This design comes from an exercise in tuning for small area on the open sky130 flow, not from production work.
The RTL was checked by simulation tests, not by an equivalence proof against the original design.
No activity file was given, so power comes from the tool's default toggle rates.

// cxd2545_core
module cxd2545_core (
	input         clk,
	input         rst_n,
	input         cxd_clk,
	input         cxd_data,
	input         cxd_xlat,
	input         sqck,
	input         host_read_n,
	input  [3:0]  host_addr,
	output [23:0] host_cmd,
	output        host_irq_n,
	input  [15:0] sens_pins,
	input         soct_sel,
	input         trc_en,
	input         drain,
	input  [15:0] trc_div,
	output [31:0] track_count,
	output        trc_toggle,
	input         st_valid,
	input  [31:0] st_data,
	input         st_sof,
	input         st_eof,
	output        st_ready,
	output        sens,
	output        subq,
	output        scor,
	output        c2po,
	output        cd_bclk,
	output        cd_lrck,
	output        cd_data
);
	wire rst = ~rst_n;
	reg [4:1] clk_d, xlat_d;
	reg [5:1] sqck_d;
	reg [3:1] data_d;
	always @(posedge clk) begin
		data_d <= {data_d[2:1], cxd_data};
		if (rst) begin
			clk_d  <= 4'b0;
			xlat_d <= 4'b0;
			sqck_d <= 5'b0;
		end else begin
			clk_d  <= {clk_d[3:1], cxd_clk};
			xlat_d <= {xlat_d[3:1], cxd_xlat};
			sqck_d <= {sqck_d[4:1], sqck};
		end
	end
	wire cpu_clk_rise  = clk_d[1] & ~clk_d[2];
	wire cpu_xlat_fall = ~xlat_d[1] & xlat_d[2];
	wire s_clk_rise    = clk_d[3] & ~clk_d[4];
	wire s_xlat_fall   = ~xlat_d[3] & xlat_d[4];
  ...
For scale: roughly 1,100 cells after synthesis, ~150 I/O pins, ~15,000 sq um of cells after synthesis.
Settings: LEC_CHECK=0, CAP_MARGIN=10, CORE_MARGIN=2, CORE_UTILIZATION=40, PLACE_DENSITY=0.6, SLEW_MARGIN=10; clock period 10.0 ns.
standard.sh (not shown) runs the stock make flow with config.mk's settings and CLKGATE_MAP_FILE= SYNTH_SCRIPT=/design/flow/synth_recipe.tcl, a recipe that flattens the netlist after the stock synthesis.
==> flow/flow/run.sh <==
#!/bin/bash
# Layout flow: the standard synthesis, then its combinational gates re-mapped
# for area by ABC (flip-flops untouched), then the standard ORFS layout with
# smaller port buffers and a clock tree of clkbuf_4 cells without dummy
# loads. Each tool writes its full output to a log of its own: make.synth.log,
# resyn.log and make.layout.log in the work folder, and ORFS's per-step logs
# under orfs/logs.
set -euo pipefail
cd "$(dirname "$0")/.."
W=$PWD
R=$W/orfs/results/$FLOW_PLATFORM/cxd2545_core/base
bash standard.sh "$R/1_2_yosys.v" > make.synth.log 2>&1
cp "$R/1_2_yosys.v" "$W/1_2_yosys.standard.v"
RESYN_LIB=$FLOW_HOME/platforms/$FLOW_PLATFORM/lib/sky130_fd_sc_hd__tt_025C_1v80.lib \
RESYN_IN=$W/1_2_yosys.standard.v RESYN_OUT=$W/1_2_yosys.resyn.v RESYN_TOP=$FLOW_TOP \
RESYN_SCRIPT=$W/flow/resyn.abc \
  yosys -c flow/resyn.tcl > resyn.log 2>&1
cp "$W/1_2_yosys.resyn.v" "$R/1_2_yosys.v"
bash standard.sh \
  "BUFFER_PORTS_ARGS=-buffer_cell sky130_fd_sc_hd__buf_1" \
  "CTS_ARGS=-sink_clustering_enable -repair_clock_nets -dont_use_dummy_load -buf_list sky130_fd_sc_hd__clkbuf_4 -sink_clustering_size 9 -sink_clustering_max_diameter 50" \
  finish > make.layout.log 2>&1
==> flow/flow/resyn.abc <==
strash
&get -n
&st
&b
&dch -f
&nf -a -R 1000
&st
&b
&dch -f
&nf -a -R 1000
&st
&b
&dch -f
&nf -a -R 1000
&put
Other scripts of this flow, unchanged in this note and not shown: flow/flow/resyn.tcl
The first run completed with no timing, DRC or antenna violations.
==> next run, changes <==
--- a/flow/flow/resyn.abc
+++ b/flow/flow/resyn.abc
@@ -2,0 +3 @@
+&deepsyn -T 60
After rerunning: Worst setup slack degrades by 460 ps. Count of clock-buffer cells in the layout grows by 1. Via count decreases by 2.6%. Power fell by 0.33%. Design area is lower by 0.88%. Synthesized area came out lower by 0.97%.
==> next run, changes <==
--- a/flow/flow/run.sh
+++ b/flow/flow/run.sh
@@ -21 +21 @@
-  "CTS_ARGS=-sink_clustering_enable -repair_clock_nets -dont_use_dummy_load -buf_list sky130_fd_sc_hd__clkbuf_4 -sink_clustering_size 9 -sink_clustering_max_diameter 50" \
+  "CTS_ARGS=-sink_clustering_enable -repair_clock_nets -dont_use_dummy_load -buf_list sky130_fd_sc_hd__clkbuf_4 -sink_clustering_size 8 -sink_clustering_max_diameter 50" \
==> flow/flow/resyn.abc (replaced) <==
strash
&get -n
&st
&b
&dch -f
&nf -a -R 1000
&put
--- a/flow/config.mk
+++ b/flow/config.mk
@@ -8 +8 @@
-export CAP_MARGIN = 10
+export CAP_MARGIN = 20
@@ -12 +12 @@
-export SLEW_MARGIN = 10
+export SLEW_MARGIN = 20
Result:
- The changed run produced a clean layout
- final cell count went up by 3.5%
- wire length goes up by 2.8%
- clock skew grows by 31 ps
- global-route usage came out higher by 0.24 points
- hold slack is worse by 6.4 ps
- design area rises by 2.5%
- worst setup slack is better by 700 ps
- core utilization barely changes
- synthesized cell count is higher by 3.9%
- power came out higher by 2.0%

Another version of the RTL of cxd2545_core (not shown whole).
Size: roughly 150 I/O pins, about 14000 µm² of cells after synthesis.
==> flow/design.v (excerpt) <==
module cxd2545_core (
	input         clk,
	input         rst_n,
	input         cxd_clk,
	input         cxd_data,
	input         cxd_xlat,
	input         sqck,
	input         host_read_n,
	input  [3:0]  host_addr,
	output [23:0] host_cmd,
	output        host_irq_n,
	input  [15:0] sens_pins,
	input         soct_sel,
	input         trc_en,
	input         drain,
	input  [15:0] trc_div,
	output [31:0] track_count,
	output        trc_toggle,
	input         st_valid,
	input  [31:0] st_data,
	input         st_sof,
	input         st_eof,
	output        st_ready,
	output        sens,
	output        subq,
	output        scor,
	output        c2po,
	output        cd_bclk,
	output        cd_lrck,
	output        cd_data
);
Settings: LEC_CHECK=0, CAP_MARGIN=10, CORE_MARGIN=2, CORE_UTILIZATION=40, PLACE_DENSITY=0.6, SLEW_MARGIN=10; clock period 10.0 ns.
==> flow/flow/run.sh <==
#!/bin/bash
# Layout flow: the standard synthesis, then its combinational gates re-mapped
# for area by ABC (flip-flops untouched), then the standard ORFS layout with
# smaller port buffers and a clock tree of clkbuf_4 cells without dummy
# loads. Each tool writes its full output to a log of its own: make.synth.log,
# resyn.log and make.layout.log in the work folder, and ORFS's per-step logs
# under orfs/logs.
set -euo pipefail
cd "$(dirname "$0")/.."
W=$PWD
R=$W/orfs/results/$FLOW_PLATFORM/cxd2545_core/base
bash standard.sh "$R/1_2_yosys.v" > make.synth.log 2>&1
cp "$R/1_2_yosys.v" "$W/1_2_yosys.standard.v"
RESYN_LIB=$FLOW_HOME/platforms/$FLOW_PLATFORM/lib/sky130_fd_sc_hd__tt_025C_1v80.lib \
RESYN_IN=$W/1_2_yosys.standard.v RESYN_OUT=$W/1_2_yosys.resyn.v RESYN_TOP=$FLOW_TOP \
RESYN_SCRIPT=$W/flow/resyn.abc \
  yosys -c flow/resyn.tcl > resyn.log 2>&1
cp "$W/1_2_yosys.resyn.v" "$R/1_2_yosys.v"
bash standard.sh \
  "BUFFER_PORTS_ARGS=-buffer_cell sky130_fd_sc_hd__buf_1" \
  "CTS_ARGS=-sink_clustering_enable -repair_clock_nets -dont_use_dummy_load -buf_list sky130_fd_sc_hd__clkbuf_4 -sink_clustering_size 9 -sink_clustering_max_diameter 50" \
  finish > make.layout.log 2>&1
Other scripts of this flow, unchanged in this note and not shown: flow/flow/resyn.abc, flow/flow/resyn.tcl
The baseline completed without violations.
Edit:
--- a/flow/flow/run.sh
+++ b/flow/flow/run.sh
@@ -19,4 +19,4 @@
 bash standard.sh \
   "BUFFER_PORTS_ARGS=-buffer_cell sky130_fd_sc_hd__buf_1" \
-  "CTS_ARGS=-sink_clustering_enable -repair_clock_nets -dont_use_dummy_load -buf_list sky130_fd_sc_hd__clkbuf_4 -sink_clustering_size 9 -sink_clustering_max_diameter 50" \
+  "CTS_ARGS=-sink_clustering_enable -repair_clock_nets -dont_use_dummy_load -buf_list sky130_fd_sc_hd__clkbuf_4 -sink_clustering_size 10 -sink_clustering_max_diameter 50" \
   finish > make.layout.log 2>&1
--- a/flow/config.mk
+++ b/flow/config.mk
@@ -8,5 +8,5 @@
 export CAP_MARGIN = 10
 export CORE_MARGIN = 2
-export CORE_UTILIZATION = 40
-export PLACE_DENSITY = 0.6
+export CORE_UTILIZATION = 70
+export PLACE_DENSITY = 0.8
 export SLEW_MARGIN = 10
Outcome: The new run went through all stages and came out clean; worst setup slack loses 0.16 ns; combinational power stays flat; fmax is lower by 2.8%; total power is lower by 2.5%; cell count is lower by 11%; clock-buffer cell count is lower by 7; die area is lower by 42%; via count is higher by 1.0%; design area is lower by 1.9%; global-route usage is higher by 9.7 points; sequential share of layout area is higher by 1.2 points.
Edit:
--- a/flow/config.mk
+++ b/flow/config.mk
@@ -6,7 +6,7 @@
 export NUM_CORES = 4
 export LEC_CHECK = 0
-export CAP_MARGIN = 10
+export CAP_MARGIN = 0
 export CORE_MARGIN = 2
-export CORE_UTILIZATION = 70
-export PLACE_DENSITY = 0.8
-export SLEW_MARGIN = 10
+export CORE_UTILIZATION = 40
+export PLACE_DENSITY = 0.6
+export SLEW_MARGIN = 0
Effect: The new run ran to the end with no violations. Clock-buffer cell count goes up by 2. Synthesized area does not change. Wire length goes up by a few percent. Core utilization goes down by 32 points. Final cell count goes up by roughly a tenth. Global-route usage goes down by 9.6 points. Register-to-register slack gains 0.08 ns. Sequential share of layout area goes down by 1.0 points. Die area goes up by well over a third. Hold slack gains 0.032 ns. Cell area goes up slightly.

the baseline:
RTL: one of the versions met above, not the one the previous note started from.
Size in the first run: roughly 1700 cells after synthesis, about 18000 µm² of cells after synthesis.
clock: 10.0 ns
lec_check: 0
cap_margin: 20
core_margin: 2
core_utilization: 40
place_density: 0.6
slew_margin: 20
run.sh (not shown) runs the stock make flow with config.mk's settings and CLKGATE_MAP_FILE= SYNTH_SCRIPT=/design/flow/synth_recipe.tcl, a recipe that flattens the netlist after the stock synthesis.
Stock flow here: none of the scripts above is used.
The baseline: all stages complete, timing, DRC and antenna checks passed
The inputs of the candidate differ from those of the baseline as listed below.
# the baseline
export LEC_CHECK = 0
export CAP_MARGIN = 20
export CORE_MARGIN = 2
export CORE_UTILIZATION = 40
export PLACE_DENSITY = 0.6
export SLEW_MARGIN = 20
create_clock -name core_clock -period 10.0 [get_ports {clk}]
# the candidate
export LEC_CHECK = 0
export CAP_MARGIN = 20
export CORE_MARGIN = 2
export CORE_UTILIZATION = 65
export PLACE_DENSITY = 0.75
export SLEW_MARGIN = 20
create_clock -name core_clock -period 10.0 [get_ports {clk}]
==> flow/flow/run.sh (new file) <==
#!/bin/bash
# Standard ORFS layout with smaller port buffers and a clock tree of
# clkbuf_4 cells without dummy loads. Each tool's output goes to the ORFS
# logs under orfs/logs and make's own output to make.log in the work folder.
set -euo pipefail
cd "$(dirname "$0")/.."
bash standard.sh \
  "BUFFER_PORTS_ARGS=-buffer_cell sky130_fd_sc_hd__buf_1" \
  "CTS_ARGS=-sink_clustering_enable -repair_clock_nets -dont_use_dummy_load -buf_list sky130_fd_sc_hd__clkbuf_4 -sink_clustering_size 8 -sink_clustering_max_diameter 50" \
  finish > make.log 2>&1
==> flow/standard.sh (new file) <==
#!/bin/bash
# synth_recipe.tcl (not shown) runs the flow's synth.tcl, then flattens the netlist and writes it again
# the make line also repeats each setting of config.mk as NAME=value (left out here)
make -C /OpenROAD-flow-scripts/flow DESIGN_CONFIG=/design/flow/config.mk WORK_HOME=/design/flow/orfs CLKGATE_MAP_FILE= SYNTH_SCRIPT=/design/flow/synth_recipe.tcl "${@:-finish}"
removed: flow/run.sh
--- outcome ---
Clock latency reported for the late side of the worst-skew pair on the candidate is up relative to the baseline.
Transition time at the pin with the least slew margin in the candidate is 0.020 ns below the baseline.
In the metrics for the baseline and the candidate, the one carrying the higher final standard cell area without fillers is the baseline.
Min share of the cycle needed by the critical path after routing across the baseline and the candidate: the candidate
In the candidate, the highest clock rate came out 16% above the value in the baseline.
The candidate: wire length on met1 lower than the baseline
Compared with the baseline, in the candidate wire length went down by about 9%; utilization up 23 points; total power now smaller.

[afterwards: timing with drivers on the ports]
In the flow no input, the clock included, has a driving cell. The finished layouts below were timed again as built, in two steps. Step 1 (the two cells are an assumption about what drives the block):
set clk [get_ports {clk}]
set_driving_cell -lib_cell sky130_fd_sc_hd__clkbuf_16 $clk
set_driving_cell -lib_cell sky130_fd_sc_hd__buf_2 [delete_from_list [all_inputs] $clk]
Step 2 adds t to the input delays and takes it off the output delays; t is the mean of the earliest and latest rising clock arrival at the registers after step 1. Input paths then give back, and output paths get back, about the clock's delay inside the block. a / b / c = ideal / step 1 / step 2; a / b = the first two.
run | shift t [ns] | setup WS [ns] | worst setup path at the end | worst slew at a driven data input, ns
the first run of note 1 | 0.794 | 5.206 / 5.230 / 4.435 | input to register | 0.07
the second run of note 1 | 0.806 | 4.750 / 4.750 / 4.599 | input to register | 0.06
the third run of note 1 | 0.729 | 5.446 / 5.422 / 5.422 | input to output | 0.07
the first run of note 2 | 0.703 | 4.392 / 4.419 / 3.716 | input to register | 0.06
the second run of note 2 | 0.673 | 4.232 / 4.255 / 3.581 | input to register | 0.06
the third run of note 2 | 0.724 | 4.407 / 4.434 / 3.710 | input to register | 0.07
the baseline | 0.621 | 4.713 / 4.688 / 4.688 | input to output | 0.06
the candidate | 0.738 | 5.436 / 5.413 / 4.810 | input to register | 0.07
After both steps every run listed still meets setup and hold. The setup slack of the first run of note 1, which loses most, moves by +0.024 ns with the drivers and by -0.771 ns with both steps.
